Source: an optimization exercise on an open RTL-to-GDS flow (aim: small area). Production flows keep margins and buffers that such runs may drop.
The RTL was checked by simulation tests, not by an equivalence proof against the original design.
Power and IR drop assume default switching activity.

Design conv_buffer_5x5, start of the top module:
module conv_buffer_5x5 (
    input clk,
    input reset,
    input [7:0] pixel_in,
    input valid_in,
    output [199:0] window,
    output reg window_valid
);
Size in the first run: ~2500 cells after synthesis, ~1100 flip-flops, roughly 210 I/O pins.
export LEC_CHECK = 0
export CAP_MARGIN = 20
export CORE_MARGIN = 2
export CORE_UTILIZATION = 40
export SLEW_MARGIN = 20
export SYNTH_HIERARCHICAL = 1
export SYNTH_MINIMUM_KEEP_SIZE = 0
create_clock -name core_clock -period 6.0 [get_ports {clk}]
standard.sh (not shown) runs the stock make flow with config.mk's settings and CLKGATE_MAP_FILE= SYNTH_SCRIPT=/design/flow/synth_recipe.tcl, a recipe that flattens the netlist after the stock synthesis.
==> flow/flow/run.sh <==
#!/bin/bash
# Standard layout, with buf_1 port buffers and a clock tree of small buffers
# without dummy loads. make's full output goes to flow.log.
set -euo pipefail
export BUFFER_PORTS_ARGS="-buffer_cell sky130_fd_sc_hd__buf_1"
export CTS_ARGS="-sink_clustering_enable -repair_clock_nets -dont_use_dummy_load -buf_list {sky130_fd_sc_hd__clkbuf_8} -sink_clustering_size 20 -sink_clustering_max_diameter 40"
bash standard.sh > flow.log 2>&1
The baseline completed without violations.
Change:
==> flow/run.sh (new file) <==
#!/bin/bash
# synth_recipe.tcl (not shown) runs the flow's synth.tcl, then flattens the netlist and writes it again
# the make line also repeats each setting of config.mk as NAME=value (left out here)
make -C /OpenROAD-flow-scripts/flow DESIGN_CONFIG=/design/flow/config.mk WORK_HOME=/design/flow/orfs CLKGATE_MAP_FILE= SYNTH_SCRIPT=/design/flow/synth_recipe.tcl finish
--- a/flow/config.mk
+++ b/flow/config.mk
@@ -9,4 +9,5 @@
 export CORE_MARGIN = 2
 export CORE_UTILIZATION = 40
+export CTS_BUF_LIST = sky130_fd_sc_hd__clkbuf_4
 export SLEW_MARGIN = 20
 export SYNTH_HIERARCHICAL = 1
removed: flow/flow/run.sh
removed: flow/standard.sh
What happened:
- via count is higher by 5.4%
- flip-flop and latch count stays the same
- die area stays the same
- power is higher by 16%
Change:
==> flow/flow/run.sh (new file) <==
#!/bin/bash
# Standard layout, with buf_1 port buffers and a clock tree of small buffers
# without dummy loads. make's full output goes to flow.log.
set -euo pipefail
export BUFFER_PORTS_ARGS="-buffer_cell sky130_fd_sc_hd__buf_1"
export CTS_ARGS="-sink_clustering_enable -repair_clock_nets -dont_use_dummy_load -buf_list {sky130_fd_sc_hd__clkbuf_16} -sink_clustering_size 48 -sink_clustering_max_diameter 40"
bash standard.sh > flow.log 2>&1
==> flow/standard.sh (new file) <==
#!/bin/bash
# synth_recipe.tcl (not shown) runs the flow's synth.tcl, then flattens the netlist and writes it again
# the make line also repeats each setting of config.mk as NAME=value (left out here)
make -C /OpenROAD-flow-scripts/flow DESIGN_CONFIG=/design/flow/config.mk WORK_HOME=/design/flow/orfs CLKGATE_MAP_FILE= SYNTH_SCRIPT=/design/flow/synth_recipe.tcl "${@:-finish}"
--- a/flow/config.mk
+++ b/flow/config.mk
@@ -8,6 +8,6 @@
 export CAP_MARGIN = 20
 export CORE_MARGIN = 2
-export CORE_UTILIZATION = 40
-export CTS_BUF_LIST = sky130_fd_sc_hd__clkbuf_4
+export CORE_UTILIZATION = 65
+export PLACE_DENSITY = 0.75
 export SLEW_MARGIN = 20
 export SYNTH_HIERARCHICAL = 1
removed: flow/run.sh
Effect: Design area is lower by 7.3%; non-clock buffer count is lower by 6; final cell count is lower by 20%; total power is lower by about 5.6%; global-route usage is higher by 6.3 points.


Setup of run A:
conv_buffer_5x5 again, from the RTL that the note above started with.
==> flow/config.mk <==
export PLATFORM = sky130hd
export DESIGN_NAME = conv_buffer_5x5
export DESIGN_NICKNAME = conv_buffer_5x5
export VERILOG_FILES = /design/flow/design.v
export SDC_FILE = /design/flow/constraint.sdc
export NUM_CORES = 4
export LEC_CHECK = 0
export CAP_MARGIN = 20
export CORE_MARGIN = 2
export CORE_UTILIZATION = 40
export SLEW_MARGIN = 20
export SYNTH_HIERARCHICAL = 1
export SYNTH_MINIMUM_KEEP_SIZE = 0
==> flow/constraint.sdc <==
create_clock -name core_clock -period 6.0 [get_ports {clk}]
set_input_delay 1.2000 -clock core_clock [delete_from_list [all_inputs] [get_ports {clk}]]
set_output_delay 1.2000 -clock core_clock [all_outputs]
set_load 0.01 [all_outputs]
==> flow/flow/run.sh <==
#!/bin/bash
# Standard layout, with buf_1 port buffers and a clock tree of small buffers
# without dummy loads. make's full output goes to flow.log.
set -euo pipefail
export BUFFER_PORTS_ARGS="-buffer_cell sky130_fd_sc_hd__buf_1"
export CTS_ARGS="-sink_clustering_enable -repair_clock_nets -dont_use_dummy_load -buf_list {sky130_fd_sc_hd__clkbuf_4} -sink_clustering_size 11 -sink_clustering_max_diameter 90"
bash standard.sh > flow.log 2>&1
Here is what was changed in the inputs of run B compared with run A.
Settings: CTS_BUF_LIST now sky130_fd_sc_hd__clkbuf_2 sky130_fd_sc_hd__clkbuf_4 sky130_fd_sc_hd__clkbuf_8, previously not set.
==> flow/run.sh (new file) <==
#!/bin/bash
# synth_recipe.tcl (not shown) runs the flow's synth.tcl, then flattens the netlist and writes it again
# the make line also repeats each setting of config.mk as NAME=value (left out here)
make -C /OpenROAD-flow-scripts/flow DESIGN_CONFIG=/design/flow/config.mk WORK_HOME=/design/flow/orfs CLKGATE_MAP_FILE= SYNTH_SCRIPT=/design/flow/synth_recipe.tcl finish
removed: flow/flow/run.sh
removed: flow/standard.sh
--- outcome ---
- Measured against run A, the final area of run B comes out at 1.12 times the reference value.
- Largest net degree at the start of global routing was higher in the run labelled run A.
- Total routing usage reported by global routing, run B and run A: higher on run B
- Looking at critical path depth, run B sits below run A.
- Run B vs. run A: fraction of final layout cells sized beyond drive strength 1 now sits higher; core utilization now sits higher; routed wire length now sits higher; non-clock buffer count now sits lower.
- Looking at largest incremental delay on the critical path across run B and run A, the one that comes out higher is run A.
- Final critical-path share of the clock period: lower on run A
Changes in run C relative to run B:
Settings: CTS_BUF_LIST: sky130_fd_sc_hd__clkbuf_2 sky130_fd_sc_hd__clkbuf_4 sky130_fd_sc_hd__clkbuf_8 -> unset.
==> flow/flow/run.sh (new file) <==
#!/bin/bash
# Standard layout, with buf_1 port buffers and a clock tree of small buffers
# without dummy loads. make's full output goes to flow.log.
set -euo pipefail
export BUFFER_PORTS_ARGS="-buffer_cell sky130_fd_sc_hd__buf_1"
export CTS_ARGS="-sink_clustering_enable -repair_clock_nets -dont_use_dummy_load -buf_list {sky130_fd_sc_hd__clkbuf_4} -sink_clustering_size 11 -sink_clustering_max_diameter 60"
bash standard.sh > flow.log 2>&1
==> flow/standard.sh (new file) <==
#!/bin/bash
# synth_recipe.tcl (not shown) runs the flow's synth.tcl, then flattens the netlist and writes it again
# the make line also repeats each setting of config.mk as NAME=value (left out here)
make -C /OpenROAD-flow-scripts/flow DESIGN_CONFIG=/design/flow/config.mk WORK_HOME=/design/flow/orfs CLKGATE_MAP_FILE= SYNTH_SCRIPT=/design/flow/synth_recipe.tcl "${@:-finish}"
removed: flow/run.sh
--- outcome ---
- All of run C and run B finish clean.
- Going from run B to run C, core utilization shrinks by 5.0 points.
- Compared run C vs run B, and overall via count from detail_route is down in run C.
- On multi-input logic portion of the cell area, the lower figure sits with run B, not run C.
- Delta (run C minus run B): first-pass GRT wire length has decreased, share of power burned in combinational logic has increased, largest net degree at the start of global routing has increased.
- Run C vs run B, post-layout instance count excluding filler cells went down by 163.
- Min hold slack across run C and run B: run C
- Against run B, final area in run C came out better.
- Cmp run C vs run B: buffer count excluding the clock tree in the final layout higher in run C
- Time the final worst path needs with I/O delays and setup on run C is ahead of run B.

==> re-timing with driven ports <==
Ports are ideal in the flow. The routed layouts listed here were re-timed in OpenROAD.
Step 1 sets driving cells, clkbuf_16 on the clock port and buf_2 on the other inputs (assumed; they add their load-dependent delay and slew).
Step 2 also shifts input and output timing later by t, the mid clock arrival at the registers, as if the neighbouring blocks saw the same clock.
Three values: no drivers, after step 1, after step 2; two values: the first two.
run | t, ns | slack for setup (ns) | hold slack, ns | latest minus earliest clock arrival (ns) | worst register clock-pin slew, ns
the first run of note 1 | 0.726 | 2.775 / 2.795 / 2.069 | 0.355 / 0.355 / 0.355 | 0.121 / 0.121 | 0.10 / 0.10
the second run of note 1 | 1.048 | 2.673 / 2.617 / 2.082 | 0.380 / 0.380 / 0.380 | 0.088 / 0.089 | 0.07 / 0.07
the third run of note 1 | 0.664 | 2.925 / 2.960 / 2.295 | 0.413 / 0.413 / 0.413 | 0.056 / 0.055 | 0.08 / 0.08
run A | 0.900 | 2.965 / 2.981 / 2.081 | 0.383 / 0.383 / 0.383 | 0.135 / 0.136 | 0.12 / 0.12
run B | 0.837 | 2.838 / 2.783 / 2.127 | 0.417 / 0.417 / 0.417 | 0.044 / 0.044 | 0.06 / 0.06
run C | 0.900 | 2.958 / 2.976 / 2.076 | 0.350 / 0.350 / 0.350 | 0.126 / 0.126 | 0.12 / 0.12
After both steps setup and hold are still met in every run listed. For run A, which loses most, drivers alone change the setup slack by +0.016 ns; drivers and shift together by -0.884 ns.
